What follows belongs to an exercise in optimizing a design on an open flow for small area; a production flow would make more cautious choices.
The RTL was checked by simulation tests, not by an equivalence proof against the original design.
The flow treats the clock pin as an ideal source, which a real chip does not have.
Power is estimated from default activity; no workload was simulated.

==> design/flow/design.v <==
module VendingAlle (
    input wire clk,
    input wire reset,
    input wire boton_moneda,
    input wire boton_p1,
    input wire boton_p2,
    input wire boton_p3,
    input wire boton_p4,
    output reg [6:0] seg,
    output reg [1:0] an,
    output reg [3:0] motor
);
reg [10:0] cds;       
reg [5:0]  ks;        
wire [10:0] cd = cds ^ 11'b00000000100;
wire [5:0]  k = ks ^ 6'b001110;
reg [4:0]  credit;
reg        coin_prev, coin_pend, coin_go;
reg        prev1, prev2, prev3, prev4;
reg        sel_v;
reg [1:0]  sel;
reg [4:0]  tmr;         
reg [1:0]  midx;
reg        b16_d2;      
wire z49    = ~|cd[9:4];
wire tick   = z49 & ~cd[3] & ~cd[2] & ~cd[1] & ~cd[0];             
wire cd0    = z49 & ~cd[10] & ~cd[3] & ~cd[1] & ~cd[0];            
wire cd1    = z49 & ~cd[10] & ~cd[2] & ~cd[1] & cd[0];             
wire cd1536 = (cd == 11'b10010010001);                             
wire [6:0] kn = k + tick;
wire b16    = (k > 6'd46) | ((k == 6'd46) & (an[0] | cd1536));
wire run    = (tmr != 5'd0);
wire coin_edge = boton_moneda & ~coin_prev;
wire [3:0] btn = {boton_p4, boton_p3, boton_p2, boton_p1};
wire [3:0] prev = {prev4, prev3, prev2, prev1};
wire [3:0] chg = btn ^ prev;
wire [3:0] later = {chg[2] | chg[1] | chg[0], chg[1] | chg[0], chg[0], 1'b0};
wire [3:0] pedge = btn & ~prev & ~later;
wire       pe_any = |pedge;
wire [1:0] pe_idx = {pedge[3] | pedge[2], pedge[3] | pedge[1]};
wire consume = tick & sel_v & ~run;
wire ge1 = |credit;
wire ge4 = credit[4] | credit[3] | credit[2];
wire ge3 = ge4 | (credit[1] & credit[0]);
wire afford = sel[1] ? (sel[0] ? ge4 : ge3) : ge1;
wire buy = consume & btn[sel] & afford;
wire bought = cd1 & (tmr == 5'd25);
wire coin_add = cd1 & coin_go & (credit != 5'd19);
wire [4:0] delta = bought ? (midx[1] ? (midx[0] ? 5'b11100 : 5'b11101) : 5'b11111)
                          : {4'b0000, coin_add};
always @(posedge clk or posedge reset) begin
    if (reset) begin
        cds <= 0;
        ks <= 0;
        credit <= 0;
        coin_prev <= 0;
        coin_pend <= 0;
        coin_go <= 0;
        prev1 <= 0;
        prev2 <= 0;
        prev3 <= 0;
        prev4 <= 0;
        sel_v <= 0;
        tmr <= 0;
        an <= 2'b00;
    end else begin
        cds <= ({cd[9:0], ~(cd[10] ^ cd[8])} | {8'b0, tick, 2'b0}) ^ 11'b00000000100;
        ks <= (kn[5:0] | {2'b0, kn[6], kn[6], kn[6], 1'b0}) ^ 6'b001110;
        an <= b16 ? 2'b01 : 2'b10;
        coin_prev <= boton_moneda;
        if (tick) begin
            coin_pend <= coin_pend ? 1'b0 : coin_edge;
            coin_go <= coin_pend & boton_moneda;
        end else begin
            coin_pend <= coin_pend | coin_edge;
        end
        prev1 <= boton_p1;
        if (~later[1]) prev2 <= boton_p2;
        if (~later[2]) prev3 <= boton_p3;
        if (~later[3]) prev4 <= boton_p4;
        if (pe_any)
            sel_v <= ~(consume & (pe_idx == sel));
        else if (consume)
            sel_v <= 1'b0;
        if (buy)
            tmr <= 5'd26;
        else if (cd0 & run)
            tmr <= tmr - 1'b1;
        credit <= credit + delta;
    end
end
always @(posedge clk) begin
    if (pe_any) sel <= pe_idx;
    if (buy) midx <= sel;
    b16_d2 <= an[0];
end
wire       alive = an[1] | an[0];
wire       u = credit[0];
wire [3:0] t = credit[4:1];
wire sa = b16_d2 | t[3] | t[1] | ~(t[2] ^ t[0]);
wire sb = b16_d2 ? ~u : (~t[2] | ~(t[1] ^ t[0]));
wire sc = b16_d2 | t[2] | ~t[1] | t[0];
wire sd = b16_d2 | t[3] | (~t[2] & ~t[0]) | (t[1] & ~t[0]) | (~t[2] & t[1]) | (t[2] & ~t[1] & t[0]);
wire se = b16_d2 ? ~u : ((~t[2] & ~t[0]) | (t[1] & ~t[0]));
wire sf = b16_d2 | t[3] | (~t[1] & ~t[0]) | (t[2] & ~t[1]) | (t[2] & ~t[0]);
wire sg = b16_d2 ? u : (t[3] | (t[2] ^ t[1]) | (t[1] & ~t[0]));
always @(*) begin
    seg = {sg, sf, se, sd, sc, sb, sa} & {7{alive}};
    motor = run ? (4'b0001 << midx) : 4'b0000;
end
endmodule
==> design/flow/flow/run.sh <==
#!/bin/bash
# Own layout flow: the standard flow (standard.sh) with these changes:
#  - synthesis maps the logic with an area-oriented ABC script (flow/abc_area.script)
#    instead of ORFS's speed script; registers are mapped exactly as in the standard synthesis;
#  - no adder extraction before ABC (ADDER_MAP_FILE empty), so ABC maps all logic;
#  - port buffers use the smallest buffer cell;
#  - clock tree synthesis options (CTS_ARGS below);
#  - after CTS, flow/post_cts.tcl gives each clock buffer the smallest size that
#    keeps register clock-pin slews under 100 ps and timing met (when POSTCTS=1).
# Each tool's output goes to flow.log in the work folder (ORFS's own logs stay under orfs/logs).
set -euo pipefail
W=$(pwd)
{
  echo 'proc abc {args} {'
  echo '  set i [lsearch $args -script]'
  echo "  if {\$i >= 0} { lset args [expr {\$i+1}] $W/flow/abc_area.script }"
  echo '  yosys abc {*}$args'
  echo '}'
  cat "$W/synth_recipe.tcl"
} > "$W/own_synth.tcl"
bash "$W/standard.sh" "SYNTH_SCRIPT=$W/own_synth.tcl" "ADDER_MAP_FILE=" \
  "BUFFER_PORTS_ARGS=-buffer_cell sky130_fd_sc_hd__buf_1" \
  "CTS_ARGS=-sink_clustering_enable -repair_clock_nets -dont_use_dummy_load -buf_list sky130_fd_sc_hd__clkbuf_8" "POST_CTS_TCL=$W/flow/post_cts.tcl" finish > "$W/flow.log" 2>&1
==> design/flow/flow/abc_area.script <==
strash
&get -n
&st
&deepsyn -T 30
&dch -x
&nf -a -p -R 1000
&put
topo
==> design/flow/flow/post_cts.tcl <==
proc my_clk_pin_max_slew {} {
  set mx 0
  foreach inst [get_cells *] {
    foreach p [get_pins -of_objects $inst -filter "direction==input"] {
      if {[get_property $p name] != "CLK"} continue
      set s [get_property $p slew_max]
      if {$s > $mx} { set mx $s }
    }
  }
  return $mx
}
proc my_timing_ok {} {
  return [expr {[sta::worst_slack_cmd max] > 1e-9 && [sta::worst_slack_cmd min] > 1e-10}]
}
set my_sizes {sky130_fd_sc_hd__clkbuf_1 sky130_fd_sc_hd__clkbuf_2 sky130_fd_sc_hd__clkbuf_4 sky130_fd_sc_hd__clkbuf_8 sky130_fd_sc_hd__clkbuf_16}
set my_db [ord::get_db]
estimate_parasitics -placement
puts "clock buffer sizing: before, worst clock pin slew [my_clk_pin_max_slew]"
foreach inst [[ord::get_db_block] getInsts] {
  if {![string match "clkbuf_*" [$inst getName]]} continue
  set orig [[$inst getMaster] getName]
  if {[lsearch $my_sizes $orig] < 0} continue
  foreach m $my_sizes {
    if {$m == $orig} break
    $inst swapMaster [$my_db findMaster $m]
    estimate_parasitics -placement
    if {[my_clk_pin_max_slew] < 0.100 && [my_timing_ok]} break
    $inst swapMaster [$my_db findMaster $orig]
  }
  puts "clock buffer sizing: [$inst getName] $orig -> [[$inst getMaster] getName]"
}
estimate_parasitics -placement
puts "clock buffer sizing: after, worst clock pin slew [my_clk_pin_max_slew]"
==> design/flow/standard.sh <==
#!/bin/bash
# synth_recipe.tcl (not shown) runs the flow's synth.tcl, then flattens the netlist and writes it again
# the make line also repeats each setting of config.mk as NAME=value (left out here)
make -C /OpenROAD-flow-scripts/flow DESIGN_CONFIG=/design/flow/config.mk WORK_HOME=/design/flow/orfs CLKGATE_MAP_FILE= SYNTH_SCRIPT=/design/flow/synth_recipe.tcl "${@:-finish}"
==> design/flow/config.mk <==
export PLATFORM = sky130hd
export DESIGN_NAME = VendingAlle
export DESIGN_NICKNAME = VendingAlle
export VERILOG_FILES = /design/flow/design.v
export SDC_FILE = /design/flow/constraint.sdc
export NUM_CORES = 4
export LEC_CHECK = 0
export CAP_MARGIN = 20
export CORE_MARGIN = 2
export CORE_UTILIZATION = 60
export GPL_TIMING_DRIVEN = 0
export PLACE_DENSITY = 0.8
export SLEW_MARGIN = 20
==> design/flow/constraint.sdc <==
create_clock -name core_clock -period 10.0 [get_ports {clk}]
set_input_delay 2.0000 -clock core_clock [delete_from_list [all_inputs] [get_ports {clk}]]
set_output_delay 2.0000 -clock core_clock [all_outputs]
set_load 0.01 [all_outputs]
==> results.sh, run 1 <==
export IMPL_dpl_worst_slack_ns=5.80
export IMPL_synth_compound_area_share_pct=10.5
export IMPL_crit_required_ns=8.00
export IMPL_first_pass_iters=4
export IMPL_ys_warn_count=1
export IMPL_netlist_area_um2=1830
export IMPL_syn_nets=188
export IMPL_cp_max_fo=5
export IMPL_fin_hold_ws_ns=0.370
export IMPL_antenna_found_initial=0
export IMPL_final_net_count=214
export IMPL_dpl_cell_area_um2=1950
export IMPL_power_per_cell_area_nw_per_um2=142
export IMPL_hold_path_class="flip-flop to flip-flop"
export IMPL_avgSynthCellArea_um2=10.1
export IMPL_synth_mux_area_share_pct=1.16
export IMPL_gp_congestion=0.813
export IMPL_worstPathArrival_ns=2.19
export IMPL_ys_ff_latch=42
export IMPL_synth_xor_area_share_pct=6.68
export IMPL_portBuffers=19
export IMPL_maxSlewViolCount=0
export IMPL_clk_pin_slew_ns=0.09
export IMPL_fin_crit_ns=4.19
export IMPL_path_cells="clkinv_1, nor2_1, nor2b_1, a21oi_1, nor3_1, nor2_1, nor2_1, nor3_1, buf_1"
export IMPL_dp_cells=233
export IMPL_cpPeakStageDelay_ns=0.37
export IMPL_detail_route_antenna_nets=0
export IMPL_tightest_slew_ns=0.711
export IMPL_max_freq_mhz=239
export IMPL_wl_per_cell_um=13.6
export IMPL_synth_top_family_by_area="simple AND/OR/NAND/NOR gates"
export IMPL_vias_per_cell=5.69
export IMPL_syn_instance_count=181
export IMPL_status="complete, no violations"
export IMPL_clock_sinks=42
export IMPL_worst_path_dominant_cell_family="simple AND/OR/NAND/NOR gates"
export IMPL_drc_errors=0
export IMPL_start_util_pct=61.6
export IMPL_wirelength_um=3240
export IMPL_endpoint_kind="output pin"
export IMPL_power_leakage_uw=0.000786
export IMPL_startpoint_type="flip-flop"
export IMPL_die_h_um=59.3
export IMPL_antenna_cells=0
export IMPL_grt_max_degree=38
export IMPL_synthAdderAreaFrac_pct=0
export IMPL_peakVddDrop_mv=0.0972
export IMPL_grtUsageTotal_pct=21.9
export IMPL_die_area_um2=3520
export IMPL_drt_iter0_drc=98
export IMPL_grt_pass1_wl_um=5610
export IMPL_syn_to_final_growth_pct=9.41
export IMPL_final_hold_viol_count=0
export IMPL_rsz0062_at_grt="no"
export IMPL_design_area_um2=2010
export IMPL_crit_type="flip-flop to output pin"
export IMPL_drv_cap=0
export IMPL_synth_flop_cell="dfrtp_1"
export IMPL_synth_edf_count=4
export IMPL_synth_seq_area_share_pct=58.1
export IMPL_dpl_hpwl_um=2390
export IMPL_core_area_um2=2980
export IMPL_grt_pass1_vias=1308
export IMPL_yosysUniqueCellTypes=34
export IMPL_cts_tree="built"
export IMPL_crit_buf_inv=2
export IMPL_crit_slowest_cell="dfrtp_1"
export IMPL_fin_skew_ns=0.0235
export IMPL_setup_tns_ns=0
export IMPL_yosys_area_share_simple_pct=21.3
export IMPL_setup_viol=0
export IMPL_grt_overflow=0
export IMPL_insertion_delay_ns=0.53
export IMPL_io_pins=20
export IMPL_num_vias=1355
export IMPL_slew_limit_headroom_pct=52.1
export IMPL_final_cells=238
export IMPL_async_flop_share_pct=88.1
export IMPL_cpMostUsedCell="nor2_1"
export IMPL_layout_drive_gt1_share_pct=2.93
export IMPL_die_x_um=59.3
export IMPL_num_rows=20
export IMPL_setup_ws_ns=5.81
export IMPL_period_share_pct=41.9
[layout make-up]
cell class / instances / area (µm²)
clock buffers: 5 / 52.6
fillers: 233 / 971
inverters: 11 / 42.5
multi-input cells: 128 / 733
flip-flops and latches: 42 / 1070
well taps: 33 / 41.3
repair buffers: 19 / 71.3
[where the power goes]
group / switching [µW] / leakage, µW / internal [µW]
sequential: 4.93 / 0.000488 / 179
clock: 48.6 / 0.0000274 / 32.5
combinational: 12.9 / 0.000271 / 7.50
total: 66.4 / 0.000786 / 219
[worst reg2reg max path, stage by stage, from the launching register on]
cell	delay, ns
dfrtp_1	0.41
nor3_1	0.19
nand2_1	0.09
or3_1	0.36
nor4_2	0.50
nand2_1	0.16
nor4_1	0.68
nor2_1	0.14
or4_1	0.45
a21o_1	0.20
[metrics by stage]
step	power, µW	util (%)
2_1_floorplan	202	-
3_3_place_gp	206	65.4
3_5_place_dp	208	65.4
5_1_grt	300	67.4
6_report	285	67.4
[kinds of logic after synthesis]
group	after synthesis
compound gates	32
xor+xnor	14
buf+inv	11
flops	42
mux	2
simple gates	80
[layout by cell type (no fill, tap or decap), types with 4 or more instances in the layout]
| cell | count |
|---|---|
| nand3_1 | 4 |
| o21ai_0 | 9 |
| buf_1 | 19 |
| xnor2_1 | 11 |
| edfxtp_1 | 4 |
| nor2b_1 | 4 |
| dfrtp_1 | 37 |
| nor2_1 | 26 |
| nor3_1 | 6 |
| a21oi_1 | 11 |
| nand2_1 | 19 |
| clkinv_1 | 10 |
[Yosys cell counts, drive strengths merged, types with 2 or more instances]
cell | count | share of area, %
a21o | 2 | 0.82
or2 | 3 | 1.0
nor3b | 2 | 0.82
or4 | 2 | 0.82
dfrtp | 37 | 50
a31oi | 3 | 1.0
o31ai | 2 | 0.82
a21oi | 11 | 3.0
nor4 | 3 | 1.0
xnor2 | 11 | 5.3
xor2 | 3 | 1.4
nand3 | 4 | 1.1
nor2b | 4 | 1.4
nor2 | 26 | 5.3
or3 | 2 | 0.68
nor3 | 6 | 1.6
clkinv | 11 | 2.3
nand2 | 19 | 3.9
nand2b | 2 | 0.68
o21ai | 9 | 2.5
nand4 | 2 | 0.68
nor4b | 2 | 0.96
edfxtp | 4 | 6.5
[final timing paths]
| check | cells past startpoint | slack, ns | endpoint | from |
|---|---|---|---|---|
| worst max-delay path | 9 | 5.81 | seg[6] | credit[2] |
| worst min-delay path | 0 | 0.37 | cds[7] | cds[6] |
| worst max register to register | 9 | 6.72 | tmr[4] | cds[8] |
| worst min register to register | 0 | 0.37 | cds[7] | cds[6] |
| max in group asynchronous | 2 | 8.11 | cds[1] | reset |
| min in group asynchronous | 2 | 1.49 | credit[2] | reset |
[sequential cells by signal, indices dropped and copies added, names as in the netlist, 2 cells and up]
register	flops
sel	2
an	2
cds	11
ks	6
tmr	5
credit	5
midx	2
[per-layer routing]
layer / GRT usage (%) / share of wire, %
met1: 26.7 / 46
met2: 36.7 / 49
met3: 7.21 / 3.7
met4: 6.82 / 1.4
met5: 0 / 0
==> run 2: changes to the inputs <==
--- a/design/flow/design.v
+++ b/design/flow/design.v
@@ -45,6 +45,6 @@
 wire afford = sel[1] ? (sel[0] ? ge4 : ge3) : ge1;
 wire buy = consume & btn[sel] & afford;
-wire bought = cd1 & (tmr == 5'd25);
-wire coin_add = cd1 & coin_go & (credit != 5'd19);
+wire bought = cd1 & tmr[4] & tmr[3] & tmr[0];    
+wire coin_add = cd1 & coin_go & ~(credit[4] & credit[1] & credit[0]);    
 wire [4:0] delta = bought ? (midx[1] ? (midx[0] ? 5'b11100 : 5'b11101) : 5'b11111)
                           : {4'b0000, coin_add};
@@ -91,5 +91,5 @@
 end
 always @(posedge clk) begin
-    if (pe_any) sel <= pe_idx;
+    sel <= pe_idx | (sel & {2{~pe_any}});    
     if (buy) midx <= sel;
     b16_d2 <= an[0];
==> design/flow/flow/run.sh (replaced) <==
#!/bin/bash
set -euo pipefail
W=$(pwd)
export FLOW_ABC_SCRIPT="$W/flow/abc_area.script"
export FLOW_ABC_SEEDS="0 1 2 3"
cat "$W/flow/own_abc.tcl" "$W/synth_recipe.tcl" > "$W/own_synth.tcl"
bash "$W/standard.sh" "SYNTH_SCRIPT=$W/own_synth.tcl" "ADDER_MAP_FILE=" \
  "BUFFER_PORTS_ARGS=-buffer_cell sky130_fd_sc_hd__buf_1" \
  "CTS_ARGS=-sink_clustering_enable -repair_clock_nets -dont_use_dummy_load -buf_list sky130_fd_sc_hd__clkbuf_8" \
  "POST_CTS_TCL=$W/flow/post_cts.tcl" finish > "$W/flow.log" 2>&1
==> design/flow/flow/abc_area.script (replaced) <==
strash
&get -n
&st
&deepsyn -T 30 -S @SEED@
&dch -x
&nf -a -p -R 1000
&put
topo
==> design/flow/flow/own_abc.tcl (new file) <==
# Area-oriented logic mapping for the own flow. ORFS's synthesis calls abc once,
# for the combinational logic (registers are already mapped, as in the standard
# synthesis). This replaces that call: it runs ABC with flow/abc_area.script once
# per seed in FLOW_ABC_SEEDS (the script's @SEED@ is replaced by the seed) and
# keeps the mapping with the smallest cell area.
proc abc {args} {
  set i [lsearch $args -script]
  set lib [lindex $args [expr {[lsearch $args -liberty] + 1}]]
  set fh [open $::env(FLOW_ABC_SCRIPT)]; set tmpl [read $fh]; close $fh
  yosys design -save my_pre_abc
  set best_area -1
  set best_seed -1
  foreach seed $::env(FLOW_ABC_SEEDS) {
    yosys design -load my_pre_abc
    set sfile $::env(OBJECTS_DIR)/abc_seed_$seed.script
    set f [open $sfile w]; puts -nonewline $f [string map [list @SEED@ $seed] $tmpl]; close $f
    set a $args
    lset a [expr {$i + 1}] $sfile
    yosys abc {*}$a
    yosys tee -q -o $::env(OBJECTS_DIR)/abc_seed_$seed.stat stat -liberty $lib
    set area -1
    set fh [open $::env(OBJECTS_DIR)/abc_seed_$seed.stat]
    foreach line [split [read $fh] "\n"] {
      if {[regexp {Chip area for module.*:\s*([0-9.]+)} $line -> v]} { set area $v }
    }
    close $fh
    puts "ABC seed $seed: area $area"
    if {$best_area < 0 || $area < $best_area} {
      set best_area $area
      set best_seed $seed
      yosys design -save my_best_abc
    }
  }
  puts "ABC: keeping seed $best_seed, area $best_area"
  yosys design -load my_best_abc
}
--- a/design/flow/config.mk
+++ b/design/flow/config.mk
@@ -8,6 +8,5 @@
 export CAP_MARGIN = 20
 export CORE_MARGIN = 2
-export CORE_UTILIZATION = 60
+export CORE_UTILIZATION = 40
 export GPL_TIMING_DRIVEN = 0
-export PLACE_DENSITY = 0.8
 export SLEW_MARGIN = 20
==> results.sh, run 2 <==
export IMPL_status="complete, no violations"
export IMPL_ys_ff_latch=42
export IMPL_mostFrequentLayoutCells="dfrtp_1, nand2_1, buf_1"
export IMPL_setup_tns_ns=0
export IMPL_peakVddDrop_mv=0.0706
export IMPL_synth_top_family_by_area="simple AND/OR/NAND/NOR gates"
export IMPL_detail_route_antenna_nets=0
export IMPL_antenna_found_initial=0
export IMPL_netlist_area_um2=1830
export IMPL_power_leakage_uw=0.000813
export IMPL_tightest_slew_ns=1.08
export IMPL_slew_limit_headroom_pct=27.5
export IMPL_synth_common_cells="dfrtp_1, nand2_1, nor2_1"
export IMPL_synth_compound_area_share_pct=12.8
export IMPL_yosys_area_share_simple_pct=21.2
export IMPL_yosysTopAreaCell="dfrtp_1"
export IMPL_io_pins=20
export IMPL_setup_viol=0
export IMPL_crit_type="flip-flop to output pin"
export IMPL_clkPwrFrac_pct=29.6
export IMPL_largest_reg_flops=11
export IMPL_die_area_um2=5140
export IMPL_cpPeakStageDelay_ns=0.65
export IMPL_first_pass_iters=4
export IMPL_worst_r2r_cell_count=6
export IMPL_worstReg2RegStart="cds[8]"
export IMPL_maxSlewViolCount=0
export IMPL_num_vias=1366
export IMPL_worstPathArrival_ns=2.14
export IMPL_drt_iter0_drc=35
export IMPL_clock_sinks=42
export IMPL_hold_path_class="flip-flop to flip-flop"
export IMPL_fin_skew_ns=0.0109
export IMPL_drc_errors=0
export IMPL_portBuffers=19
export IMPL_startpoint="tmr[2]"
export IMPL_synth_xor_area_share_pct=5.73
export IMPL_dp_cells=257
export IMPL_syn_nets=193
export IMPL_max_freq_mhz=241
export IMPL_insertion_delay_ns=0.51
export IMPL_grt_overflow=0
export IMPL_crit_slowest_cell="nor3b_1"
export IMPL_path_cells="nor3_1, nor3b_1, nor3b_1, buf_1"
export IMPL_internal_power_uw=224
export IMPL_power_per_cell_area_nw_per_um2=146
export IMPL_power_sequential_fraction_pct=61.5
export IMPL_final_common_cell="dfrtp_1"
export IMPL_period_share_pct=41.4
export IMPL_avgSynthCellArea_um2=9.85
export IMPL_core_area_um2=4380
export IMPL_grt_max_degree=38
export IMPL_cpMostUsedCell="nor3b_1"
export IMPL_grtUsageTotal_pct=14.4
export IMPL_power_switching_uw=72.7
export IMPL_grt_pass1_wl_um=5770
export IMPL_drv_cap=0
export IMPL_hold_depth=0
export IMPL_vias_per_cell=5.21
export IMPL_ff2ff_setup_slack_ns=6.60
export IMPL_dpl_hpwl_um=2470
export IMPL_wirelength_um=3330
export IMPL_layout_drive_gt1_share_pct=2.38
export IMPL_clk_pin_slew_ns=0.07
export IMPL_gp_congestion=0.768
export IMPL_die_x_um=71.7
export IMPL_rsz0062_at_grt="no"
export IMPL_synth_mux_area_share_pct=1.16
export IMPL_final_net_count=219
export IMPL_synthAdderAreaFrac_pct=0
export IMPL_cts_tree="built"
export IMPL_synth_edf_count=2
export IMPL_reg_top3="cds (11), ks (6)"
export IMPL_min_to="cds[7]"
export IMPL_num_rows=24
export IMPL_async_flop_share_pct=88.1
export IMPL_die_h_um=71.7
export IMPL_final_cells=262
export IMPL_startpoint_type="flip-flop"
export IMPL_crit_required_ns=8.00
export IMPL_combinationalPowerShare_pct=8.9
export IMPL_endpoint_kind="output pin"
export IMPL_synth_area_top_cells="dfrtp_1, nand2_1, a21oi_1"
export IMPL_start_util_pct=41.8
export IMPL_cp_max_fo=6
export IMPL_final_hold_viol_count=0
export IMPL_swShare_pct=24.5
export IMPL_antenna_cells=0
export IMPL_yosysMostFrequentCell="dfrtp_1"
export IMPL_reg2reg_to="midx[1]"
export IMPL_synth_seq_area_share_pct=57.1
export IMPL_synth_flop_cell="dfrtp_1"
export IMPL_grt_pass1_vias=1272
export IMPL_max_flop_register="cds"
export IMPL_syn_to_final_growth_pct=10.8
export IMPL_syn_instance_count=186
export IMPL_yosysUniqueCellTypes=36
export IMPL_ys_warn_count=1
export IMPL_fin_crit_ns=4.14
export IMPL_wl_per_cell_um=12.7
export IMPL_synth_top_area_share_pct=50.5
export IMPL_min_delay_start="cds[6]"
-- run 2: cell types whose count changed in the layout (fill, tap and decap cells not counted), sizes merged, moves of 3 or more --
| cell | previous run | this run |
|---|---|---|
| nor3 | 6 | 11 |
| a21oi | 11 | 14 |
| nor2 | 26 | 18 |
| xnor2 | 11 | 7 |
| nand2 | 19 | 24 |
-- run 2: layout make-up --
cell class | instances | area (µm²)
timing repair buffer | 19 | 71.3
inverter | 10 | 38.8
fill | 424 | 2350
sequential | 42 | 1050
tap | 52 | 65.1
clock buffer | 5 | 58.8
multi-input combinational | 134 | 751
-- run 2: power by group through the flow --
stage / logic, µW / registers, µW / clock network [µW]
after global routing: 30.5 / 184 / 97.4
final: 26.4 / 183 / 87.7
after floorplan: 20.2 / 185 / 0
after global placement: 25.6 / 186 / 0
after detailed placement: 26.6 / 186 / 0
-- run 2: through the flow --
| stage | power (µW) | setup WS (ns) | cell area, µm² | hold WS, ns | utilization (%) |
|---|---|---|---|---|---|
| floorplan | 205 | 6.39 | 1830 | 0.354 | - |
| global placement | 211 | 5.98 | 1970 | 0.356 | 44.9 |
| detailed placement | 213 | 5.93 | 1970 | 0.360 | 45.0 |
| global route | 312 | 5.58 | 2030 | 0.387 | 46.3 |
| finish | 297 | 5.86 | 2030 | 0.378 | 46.3 |
-- run 2: per-layer routing --
metal  routed length [µm]  vias to the layer above  GRT usage [%]
li1                     -                      697              -
met2                 1570                       24           22.6
met4                   24                        0           5.03
met3                  124                        4           3.80
met5                    0                        -              0
met1                 1620                      641           19.3
-- run 2: cells by family after synthesis --
logic type / after synthesis
and+or+nand+nor: 81
DFF: 42
AOI/OAI and AO/OA: 39
xor gates and xnor gates: 12
buffers and inverters: 10
muxes: 2
-- run 2: critical path, delay by kind of cell (launching register included) --
family / cells / cell delay (ns)
AND/OR/NAND/NOR: 3 / 1.07
buffers and inverters: 1 / 0.16
flip-flops: 1 / 0.42
-- run 2: how the worst max path moves through the flow --
stage                           to  slack (ns)  depth (start not counted)
after global routing      motor[3]        5.58                          4
after global placement       sel_v        5.98                         10
after detailed placement     sel_v        5.93                         10
final                     motor[2]        5.86                          4
after floorplan              sel_v        6.39                          8
==> run 3: changes to the inputs <==
--- a/design/flow/flow/run.sh
+++ b/design/flow/flow/run.sh
@@ -3,5 +3,5 @@
 W=$(pwd)
 export FLOW_ABC_SCRIPT="$W/flow/abc_area.script"
-export FLOW_ABC_SEEDS="0 1 2 3"
+export FLOW_ABC_SEEDS="0 1 2 3 4 5"
 cat "$W/flow/own_abc.tcl" "$W/synth_recipe.tcl" > "$W/own_synth.tcl"
 bash "$W/standard.sh" "SYNTH_SCRIPT=$W/own_synth.tcl" "ADDER_MAP_FILE=" \
--- a/design/flow/flow/post_cts.tcl
+++ b/design/flow/flow/post_cts.tcl
@@ -25,5 +25,5 @@
     $inst swapMaster [$my_db findMaster $m]
     estimate_parasitics -placement
-    if {[my_clk_pin_max_slew] < 0.100 && [my_timing_ok]} break
+    if {[my_clk_pin_max_slew] < 0.110 && [my_timing_ok]} break
     $inst swapMaster [$my_db findMaster $orig]
   }
==> results.sh, run 3 <==
export IMPL_status="complete, no violations"
export IMPL_num_vias=1368
export IMPL_tightest_slew_ns=1.08
export IMPL_core_area_um2=4380
export IMPL_setup_tns_ns=0
export IMPL_yosysMostFrequentCell="dfrtp_1"
export IMPL_swShare_pct=24.8
export IMPL_synth_edf_count=2
export IMPL_ys_ff_latch=42
export IMPL_cts_tree="built"
export IMPL_hold_path_class="flip-flop to flip-flop"
export IMPL_synth_area_top_cells="dfrtp_1, nand2_1, a21oi_1"
export IMPL_yosysUniqueCellTypes=36
export IMPL_cpMostUsedCell="nor3b_1"
export IMPL_endpoint_kind="output pin"
export IMPL_hold_depth=0
export IMPL_worstPathArrival_ns=2.12
export IMPL_portBuffers=19
export IMPL_combinationalPowerShare_pct=9.0
export IMPL_antenna_cells=0
export IMPL_clk_pin_slew_ns=0.10
export IMPL_power_leakage_uw=0.000810
export IMPL_fin_skew_ns=0.0282
export IMPL_vias_per_cell=5.22
export IMPL_die_area_um2=5140
export IMPL_syn_to_final_growth_pct=10.4
export IMPL_power_uw=292
export IMPL_maxSlewViolCount=0
export IMPL_cpPeakStageDelay_ns=0.63
export IMPL_crit_required_ns=8.00
export IMPL_synth_common_cells="dfrtp_1, nand2_1, nor2_1"
export IMPL_max_flop_register="cds"
export IMPL_drc_errors=0
export IMPL_slew_limit_headroom_pct=27.6
export IMPL_worst_r2r_cell_count=6
export IMPL_syn_nets=193
export IMPL_gp_congestion=0.768
export IMPL_avgSynthCellArea_um2=9.85
export IMPL_grt_overflow=0
export IMPL_clkPwrFrac_pct=28.5
export IMPL_largest_reg_flops=11
export IMPL_max_freq_mhz=243
export IMPL_clock_sinks=42
export IMPL_layout_drive_gt1_share_pct=2.38
export IMPL_final_cells=262
export IMPL_grt_pass1_wl_um=5780
export IMPL_final_common_cell="dfrtp_1"
export IMPL_grt_pass1_vias=1269
export IMPL_final_net_count=219
export IMPL_period_share_pct=41.2
export IMPL_syn_instance_count=186
export IMPL_wl_per_cell_um=12.7
export IMPL_ys_warn_count=1
export IMPL_power_sequential_fraction_pct=62.5
export IMPL_rsz0062_at_grt="no"
export IMPL_setup_viol=0
export IMPL_crit_type="flip-flop to output pin"
export IMPL_wirelength_um=3330
export IMPL_startpoint_type="flip-flop"
export IMPL_async_flop_share_pct=88.1
export IMPL_path_cells="nor3_1, nor3b_1, nor3b_1, buf_1"
export IMPL_netlist_area_um2=1830
export IMPL_grt_max_degree=38
export IMPL_synth_flop_cell="dfrtp_1"
export IMPL_drv_cap=0
export IMPL_first_pass_iters=4
export IMPL_peakVddDrop_mv=0.0706
export IMPL_synth_seq_area_share_pct=57.1
export IMPL_crit_slowest_cell="nor3b_1"
export IMPL_mostFrequentLayoutCells="dfrtp_1, nand2_1, buf_1"
export IMPL_dpl_hpwl_um=2470
export IMPL_fin_crit_ns=4.12
export IMPL_power_per_cell_area_nw_per_um2=144
export IMPL_num_rows=24
export IMPL_die_h_um=71.7
export IMPL_synth_top_area_share_pct=50.5
export IMPL_final_hold_viol_count=0
export IMPL_drt_iter0_drc=51
export IMPL_die_x_um=71.7
export IMPL_insertion_delay_ns=0.52
export IMPL_reg_top3="cds (11), ks (6)"
export IMPL_dp_cells=257
export IMPL_io_pins=20
export IMPL_yosysTopAreaCell="dfrtp_1"
export IMPL_antenna_found_initial=0
export IMPL_detail_route_antenna_nets=0
export IMPL_start_util_pct=41.8
export IMPL_power_switching_uw=72.5
export IMPL_grtUsageTotal_pct=14.4
export IMPL_cp_max_fo=6
export IMPL_internal_power_uw=220
-- run 3: cell counts after synthesis --
No cell type changed its count.
-- run 3: logic make-up after synthesis --
family | after synthesis | synth area share (%)
simple gates | 81 | 21.2
flops | 42 | 57.1
compound gates | 39 | 12.8
xor+xnor | 12 | 5.73
buf+inv | 10 | 2.05
mux | 2 | 1.16
-- run 3: metrics by stage --
step	hold WS [ns]	setup slack, ns	utilization (%)	area, µm²
6_report	0.378	5.88	46.2	2020
5_1_grt	0.387	5.60	46.2	2020
3_5_place_dp	0.360	5.93	45.0	1970
3_3_place_gp	0.356	5.98	44.9	1970
2_1_floorplan	0.354	6.39	-	1830
-- run 3: worst max-delay path, delay by kind of cell, from the launching register on --
kind,cells,cell delay [ns]
buffers and inverters,1,0.16
flip-flops,1,0.41
AND/OR/NAND/NOR,3,1.03
-- run 3: final timing paths --
check / start / end / slack (ns)
worst max-delay path: tmr[4] / motor[2] / 5.88
worst min-delay path: cds[6] / cds[7] / 0.38
worst max register to register: cds[8] / midx[1] / 6.64
worst min register to register: cds[6] / cds[7] / 0.38
max in group asynchronous: reset / prev1 / 8.06
min in group asynchronous: reset / prev4 / 1.50
-- run 3: final cells by class --
cell class                 instances  area, µm²
clock buffer                       5       52.6
fill                             425       2360
inverter                          10       38.8
multi-input combinational        134        751
sequential                        42       1050
tap                               52       65.1
timing repair buffer              19       71.3
-- run 3: power by group through the flow --
stage / registers [µW] / clock network, µW / logic [µW]
finish: 183 / 83.2 / 26.4
global route: 184 / 92.4 / 30.5
detailed placement: 186 / 0 / 26.6
global placement: 186 / 0 / 25.6
floorplan: 185 / 0 / 20.2
-- run 3: routing by layer --
metal / global-route usage, % / wire length (µm) / up-vias
li1: - / - / 700
met1: 19.4 / 1640 / 639
met2: 22.5 / 1530 / 24
met3: 3.80 / 112 / 5
met4: 5.03 / 49 / 0
met5: 0 / 0 / -
==> run 4: changes to the inputs <==
--- a/design/flow/flow/run.sh
+++ b/design/flow/flow/run.sh
@@ -3,5 +3,5 @@
 W=$(pwd)
 export FLOW_ABC_SCRIPT="$W/flow/abc_area.script"
-export FLOW_ABC_SEEDS="0 1 2 3 4 5"
+export FLOW_ABC_SEEDS="0 1 2 3 4 5 6 7 8 9"
 cat "$W/flow/own_abc.tcl" "$W/synth_recipe.tcl" > "$W/own_synth.tcl"
 bash "$W/standard.sh" "SYNTH_SCRIPT=$W/own_synth.tcl" "ADDER_MAP_FILE=" \
==> results.sh, run 4 <==
export IMPL_status="complete, no violations"
export IMPL_max_freq_mhz=242
export IMPL_design_area_um2=2010
export IMPL_synth_common_cells="dfrtp_1, nand2_1, nor2_1"
export IMPL_setup_viol=0
export IMPL_die_area_um2=5110
export IMPL_fin_crit_ns=4.13
export IMPL_mostFrequentLayoutCells="dfrtp_1, nand2_1, nor2_1"
export IMPL_startpoint_type="flip-flop"
export IMPL_syn_to_final_growth_pct=10.4
export IMPL_insertion_delay_ns=0.50
export IMPL_antenna_found_initial=0
export IMPL_final_hold_viol_count=0
export IMPL_setup_tns_ns=0
export IMPL_multi_input_area_um2=744
export IMPL_die_h_um=71.5
export IMPL_synth_flop_cell="dfrtp_1"
export IMPL_synth_top_area_share_pct=50.8
export IMPL_clock_sinks=42
export IMPL_yosysMostFrequentCell="dfrtp_1"
export IMPL_die_x_um=71.5
export IMPL_synth_seq_area_share_pct=57.4
export IMPL_slew_limit_headroom_pct=51.3
export IMPL_async_flop_share_pct=88.1
export IMPL_max_flop_register="cds"
export IMPL_grt_max_degree=38
export IMPL_wirelength_um=3250
export IMPL_netlist_area_um2=1820
export IMPL_vias_per_cell=5.13
export IMPL_cp_max_fo=10
export IMPL_grt_overflow=0
export IMPL_final_common_cell="dfrtp_1"
export IMPL_hold_path_class="flip-flop to flip-flop"
export IMPL_synth_edf_count=2
export IMPL_syn_instance_count=184
export IMPL_yosysUniqueCellTypes=34
export IMPL_clk_pin_slew_ns=0.10
export IMPL_cts_tree="built"
export IMPL_grtUsageTotal_pct=13.9
export IMPL_reg_top3="cds (11), ks (6)"
export IMPL_final_net_count=217
export IMPL_crit_required_ns=8.00
export IMPL_avgSynthCellArea_um2=9.90
export IMPL_dpl_cell_area_um2=1970
export IMPL_start_util_pct=41.6
export IMPL_drt_iter0_drc=69
export IMPL_regArea_um2=1050
export IMPL_tightest_slew_ns=0.725
export IMPL_endpoint_kind="output pin"
export IMPL_worstPathArrival_ns=2.13
export IMPL_crit_type="flip-flop to output pin"
export IMPL_wl_per_cell_um=12.5
export IMPL_peakVddDrop_mv=0.0772
export IMPL_fin_skew_ns=0.0269
export IMPL_layout_drive_gt1_share_pct=2.88
export IMPL_grt_pass1_wl_um=5550
export IMPL_detail_route_antenna_nets=0
export IMPL_portBuffers=19
export IMPL_num_rows=24
export IMPL_first_pass_iters=4
export IMPL_yosysTopAreaCell="dfrtp_1"
export IMPL_fillers=424
export IMPL_synth_area_top_cells="dfrtp_1, nand2_1, nor2_1"
export IMPL_ys_ff_latch=42
export IMPL_largest_reg_flops=11
export IMPL_dpl_hpwl_um=2370
export IMPL_power_per_cell_area_nw_per_um2=143
export IMPL_core_area_um2=4380
export IMPL_maxSlewViolCount=0
export IMPL_period_share_pct=41.3
export IMPL_num_vias=1333
export IMPL_grt_pass1_vias=1206
export IMPL_drc_errors=0
export IMPL_drv_cap=0
export IMPL_ys_warn_count=1
export IMPL_gp_congestion=0.785
export IMPL_io_pins=20
export IMPL_rsz0062_at_grt="no"
export IMPL_antenna_cells=0
export IMPL_power_leakage_uw=0.000847
export IMPL_syn_nets=191
==> run 4: worst paths after layout <==
path | from | endpoint | slack [ns] | cells after the start
max in group asynchronous | reset | ks[5] | 8.06 | 2
worst max register to register | cds[8] | ks[5] | 7.31 | 9
worst min register to register | cds[6] | cds[7] | 0.38 | 0
worst min-delay path | cds[6] | cds[7] | 0.38 | 0
worst max-delay path | credit[2] | seg[0] | 5.87 | 6
min in group asynchronous | reset | coin_pend | 1.53 | 2
==> run 4: kinds of logic after synthesis <==
family | after synthesis | synth area share (%)
flip-flops | 42 | 57.4
AO/OA/AOI/OAI | 35 | 12.0
AND/OR/NAND/NOR | 79 | 19.6
XOR/XNOR | 16 | 7.69
multiplexers | 2 | 1.24
buffers and inverters | 10 | 2.06
==> run 4: cell type report <==
cell class	count	area share, %
Clock buffer	5	2.30
Inverter	10	1.93
Multi-Input combinational cell	132	37.0
Sequential cell	42	52.0
Tap cell	52	3.23
Timing Repair Buffer	19	3.54
==> run 4: critical path: stages, from the launching register on <==
cell     delay, ns
dfrtp_1       0.50
or2_0         0.29
a31o_1        0.23
nor2_1        0.17
a31oi_1       0.15
a21o_1        0.18
buf_1         0.12
==> run 4: where the power goes <==
group	internal, µW	switching (µW)
Clock	28.3	50.0
Combinational	10.8	13.3
Sequential	178	7.46
Total	217	70.7
==> run 4: per-stage QoR <==
stage                     power, µW  hold WS (ns)  utilization [%]  worst slack [ns]  cells
final                           288         0.384             45.9              5.87    260
after global routing            303         0.391             45.9              5.70    260
after detailed placement        213         0.365             44.8              6.09    255
after global placement          213         0.356             44.7              6.13    255
after floorplan                 207         0.354                -              6.47    184
==> run 4: metal layers <==
metal	global-route usage [%]	up-vias	part of all wire (%)
met5	0	-	0
met2	21.6	17	44
met4	5.03	0	1.7
li1	-	682	-
met1	19.1	626	51
met3	3.38	8	2.9
==> run 5: changes to the inputs <==
--- a/design/flow/flow/run.sh
+++ b/design/flow/flow/run.sh
@@ -2,6 +2,6 @@
 set -euo pipefail
 W=$(pwd)
-export FLOW_ABC_SCRIPT="$W/flow/abc_area.script"
-export FLOW_ABC_SEEDS="0 1 2 3 4 5 6 7 8 9"
+export FLOW_ABC_SCRIPTS="$W/flow/abc_area.script $W/flow/abc_area2.script"
+export FLOW_ABC_SEEDS="0 1 2 3 4 5 6 7"
 cat "$W/flow/own_abc.tcl" "$W/synth_recipe.tcl" > "$W/own_synth.tcl"
 bash "$W/standard.sh" "SYNTH_SCRIPT=$W/own_synth.tcl" "ADDER_MAP_FILE=" \
==> design/flow/flow/abc_area2.script (new file) <==
strash
&get -n
&st
&deepsyn -T 30 -S @SEED@
&dch -f
&nf -a -R 1000
&put
topo
==> design/flow/flow/own_abc.tcl (replaced) <==
# Area-oriented logic mapping for the own flow. ORFS's synthesis calls abc once,
# for the combinational logic (registers are already mapped, as in the standard
# synthesis). This replaces that call: it runs ABC with each script in
# FLOW_ABC_SCRIPTS once per seed in FLOW_ABC_SEEDS (a script's @SEED@ is
# replaced by the seed) and keeps the mapping with the smallest cell area.
proc abc {args} {
  set i [lsearch $args -script]
  set lib [lindex $args [expr {[lsearch $args -liberty] + 1}]]
  yosys design -save my_pre_abc
  set best_area -1
  set best_run ""
  set n 0
  foreach script $::env(FLOW_ABC_SCRIPTS) {
    set fh [open $script]; set tmpl [read $fh]; close $fh
    foreach s $::env(FLOW_ABC_SEEDS) {
      set run "$n.$s"
      yosys design -load my_pre_abc
      set sfile $::env(OBJECTS_DIR)/abc_run_$run.script
      set f [open $sfile w]; puts -nonewline $f [string map [list @SEED@ $s] $tmpl]; close $f
      set a $args
      lset a [expr {$i + 1}] $sfile
      yosys abc {*}$a
      yosys tee -q -o $::env(OBJECTS_DIR)/abc_run_$run.stat stat -liberty $lib
      set area -1
      set fh [open $::env(OBJECTS_DIR)/abc_run_$run.stat]
      foreach line [split [read $fh] "\n"] {
        if {[regexp {Chip area for module.*:\s*([0-9.]+)} $line -> v]} { set area $v }
      }
      close $fh
      puts "ABC run $run (script $script, seed $s): area $area"
      if {$best_area < 0 || $area < $best_area} {
        set best_area $area
        set best_run $run
        yosys design -save my_best_abc
      }
    }
    incr n
  }
  puts "ABC: keeping run $best_run, area $best_area"
  yosys design -load my_best_abc
}
==> results.sh, run 5 <==
export IMPL_peakVddDrop_mv=0.0772
export IMPL_syn_nets=191
export IMPL_die_h_um=71.5
export IMPL_design_area_um2=2010
export IMPL_yosysTopAreaCell="dfrtp_1"
export IMPL_grt_max_degree=38
export IMPL_dpl_hpwl_um=2370
export IMPL_synth_seq_area_share_pct=57.4
export IMPL_num_rows=24
export IMPL_syn_instance_count=184
export IMPL_cts_tree="built"
export IMPL_largest_reg_flops=11
export IMPL_synth_top_area_share_pct=50.8
export IMPL_setup_viol=0
export IMPL_internal_power_uw=217
export IMPL_reg2reg_to="ks[5]"
export IMPL_ff2ff_setup_slack_ns=7.31
export IMPL_setup_tns_ns=0
export IMPL_synth_edf_count=2
export IMPL_drv_cap=0
export IMPL_worst_r2r_cell_count=9
export IMPL_fin_skew_ns=0.0269
export IMPL_core_area_um2=4380
export IMPL_fillers=424
export IMPL_ys_ff_latch=42
export IMPL_min_delay_start="cds[6]"
export IMPL_vias_per_cell=5.13
export IMPL_portBuffers=19
export IMPL_wirelength_um=3250
export IMPL_detail_route_antenna_nets=0
export IMPL_fin_crit_ns=4.13
export IMPL_drc_errors=0
export IMPL_fin_hold_ws_ns=0.384
export IMPL_grt_pass1_wl_um=5550
export IMPL_netlist_area_um2=1820
export IMPL_maxSlewViolCount=0
export IMPL_tightest_slew_ns=0.725
export IMPL_synth_area_top_cells="dfrtp_1, nand2_1, nor2_1"
export IMPL_slew_limit_headroom_pct=51.3
export IMPL_die_x_um=71.5
export IMPL_wl_per_cell_um=12.5
export IMPL_antenna_cells=0
export IMPL_regArea_um2=1050
export IMPL_final_common_cell="dfrtp_1"
export IMPL_drt_iter0_drc=69
export IMPL_worstReg2RegStart="cds[8]"
export IMPL_start_util_pct=41.6
export IMPL_yosysMostFrequentCell="dfrtp_1"
export IMPL_ys_warn_count=1
export IMPL_syn_to_final_growth_pct=10.4
export IMPL_power_leakage_uw=0.000847
export IMPL_hold_path_class="flip-flop to flip-flop"
export IMPL_power_sequential_fraction_pct=64.4
export IMPL_async_flop_share_pct=88.1
export IMPL_swShare_pct=24.6
export IMPL_layout_drive_gt1_share_pct=2.88
export IMPL_reg_top3="cds (11), ks (6)"
export IMPL_synth_flop_cell="dfrtp_1"
export IMPL_period_share_pct=41.3
export IMPL_grt_overflow=0
export IMPL_max_freq_mhz=242
export IMPL_cp_max_fo=10
export IMPL_rsz0062_at_grt="no"
export IMPL_synth_common_cells="dfrtp_1, nand2_1, nor2_1"
export IMPL_min_to="cds[7]"
export IMPL_die_area_um2=5110
export IMPL_first_pass_iters=4
export IMPL_power_switching_uw=70.7
export IMPL_grt_pass1_vias=1206
export IMPL_crit_required_ns=8.00
export IMPL_max_flop_register="cds"
export IMPL_crit_type="flip-flop to output pin"
export IMPL_startpoint_type="flip-flop"
export IMPL_power_per_cell_area_nw_per_um2=143
export IMPL_clk_pin_slew_ns=0.10
export IMPL_worstPathArrival_ns=2.13
export IMPL_avgSynthCellArea_um2=9.90
export IMPL_antenna_found_initial=0
export IMPL_power_uw=288
export IMPL_gp_congestion=0.785
export IMPL_final_util_pct=45.9
export IMPL_num_vias=1333
export IMPL_combinationalPowerShare_pct=8.4
export IMPL_final_hold_viol_count=0
export IMPL_io_pins=20
export IMPL_multi_input_area_um2=744
export IMPL_insertion_delay_ns=0.50
export IMPL_dpl_cell_area_um2=1970
export IMPL_hold_depth=0
export IMPL_clkPwrFrac_pct=27.2
export IMPL_mostFrequentLayoutCells="dfrtp_1, nand2_1, nor2_1"
export IMPL_grtUsageTotal_pct=13.9
export IMPL_yosysUniqueCellTypes=34
export IMPL_clock_sinks=42
export IMPL_final_net_count=217
export IMPL_endpoint_kind="output pin"
export IMPL_status="complete, no violations"
## run 5: through the flow
stage | cells | worst slack, ns
finish | 260 | 5.87
global route | 260 | 5.70
detailed placement | 255 | 6.09
global placement | 255 | 6.13
floorplan | 184 | 6.47
## run 5: layer usage
layer	vias up	GRT usage, %	wire [µm]
li1	682	-	-
met2	17	21.6	1430
met1	626	19.1	1670
met4	0	5.03	54
met5	-	0	0
met3	8	3.38	94
## run 5: cell type report
class	count	area share, %
flip-flops and latches	42	52.0
multi-input cells	132	37.0
repair buffers	19	3.54
well taps	52	3.23
clock buffers	5	2.30
inverters	10	1.93
## run 5: power groups by stage
stage	Sequential (µW)	Clock [µW]	Combinational, µW
global route	186	88.6	28.0
floorplan	187	0	20.1
detailed placement	189	0	24.7
global placement	188	0	24.5
finish	185	78.3	24.1
## run 5: how the worst max path moves through the flow
stage | startpoint | end | slack (ns)
after floorplan | boton_p1 | sel_v | 6.47
after global placement | boton_p1 | sel_v | 6.13
after detailed placement | boton_p1 | sel_v | 6.09
after global routing | credit[2] | seg[0] | 5.70
final | credit[2] | seg[0] | 5.87
## run 5: cell families after synthesis
| kind of cell | Yosys count | share of synthesized area (%) |
|---|---|---|
| DFF | 42 | 57.4 |
| muxes | 2 | 1.24 |
| buffers and inverters | 10 | 2.06 |
| xor gates and xnor gates | 16 | 7.69 |
| AOI/OAI and AO/OA | 35 | 12.0 |
| and+or+nand+nor | 79 | 19.6 |
## run 5: critical path: stages (launching register included)
cell     delay [ns]
dfrtp_1        0.50
or2_0          0.29
a31o_1         0.23
nor2_1         0.17
a31oi_1        0.15
a21o_1         0.18
buf_1          0.12

port drivers added, routing unchanged:
The flow's constraints put no driver on any port. The routed layouts listed below were extracted and timed again, unchanged, in two steps.
Step 1 assumes that a clkbuf_16 drives the clock port and a buf_2 every other input.
Step 2 also shifts input and output timing later by t, the mid clock arrival at the registers, as if the neighbouring blocks saw the same clock.
Slacks: ideal / step 1 / step 2; pairs: ideal / step 1.
run | t, ns | setup slack, ns | hold WS [ns] | worst register clock-pin slew, ns | cell pins on the clock port's net
run 1 | 0.538 | 5.808 / 5.787 / 5.752 | 0.370 / 0.370 / 0.370 | 0.09 / 0.09 | 1
run 2 | 0.524 | 5.858 / 5.834 / 5.896 | 0.378 / 0.378 / 0.378 | 0.08 / 0.08 | 1
run 3 | 0.528 | 5.878 / 5.854 / 5.925 | 0.378 / 0.378 / 0.378 | 0.10 / 0.10 | 1
run 4 | 0.504 | 5.865 / 5.843 / 6.117 | 0.384 / 0.384 / 0.384 | 0.10 / 0.10 | 1
run 5 | 0.504 | 5.865 / 5.843 / 6.117 | 0.384 / 0.384 / 0.384 | 0.10 / 0.10 | 1
After both steps setup and hold are still met in every run listed. For run 1, which loses most, drivers alone change the setup slack by -0.021 ns; drivers and shift together by -0.056 ns.
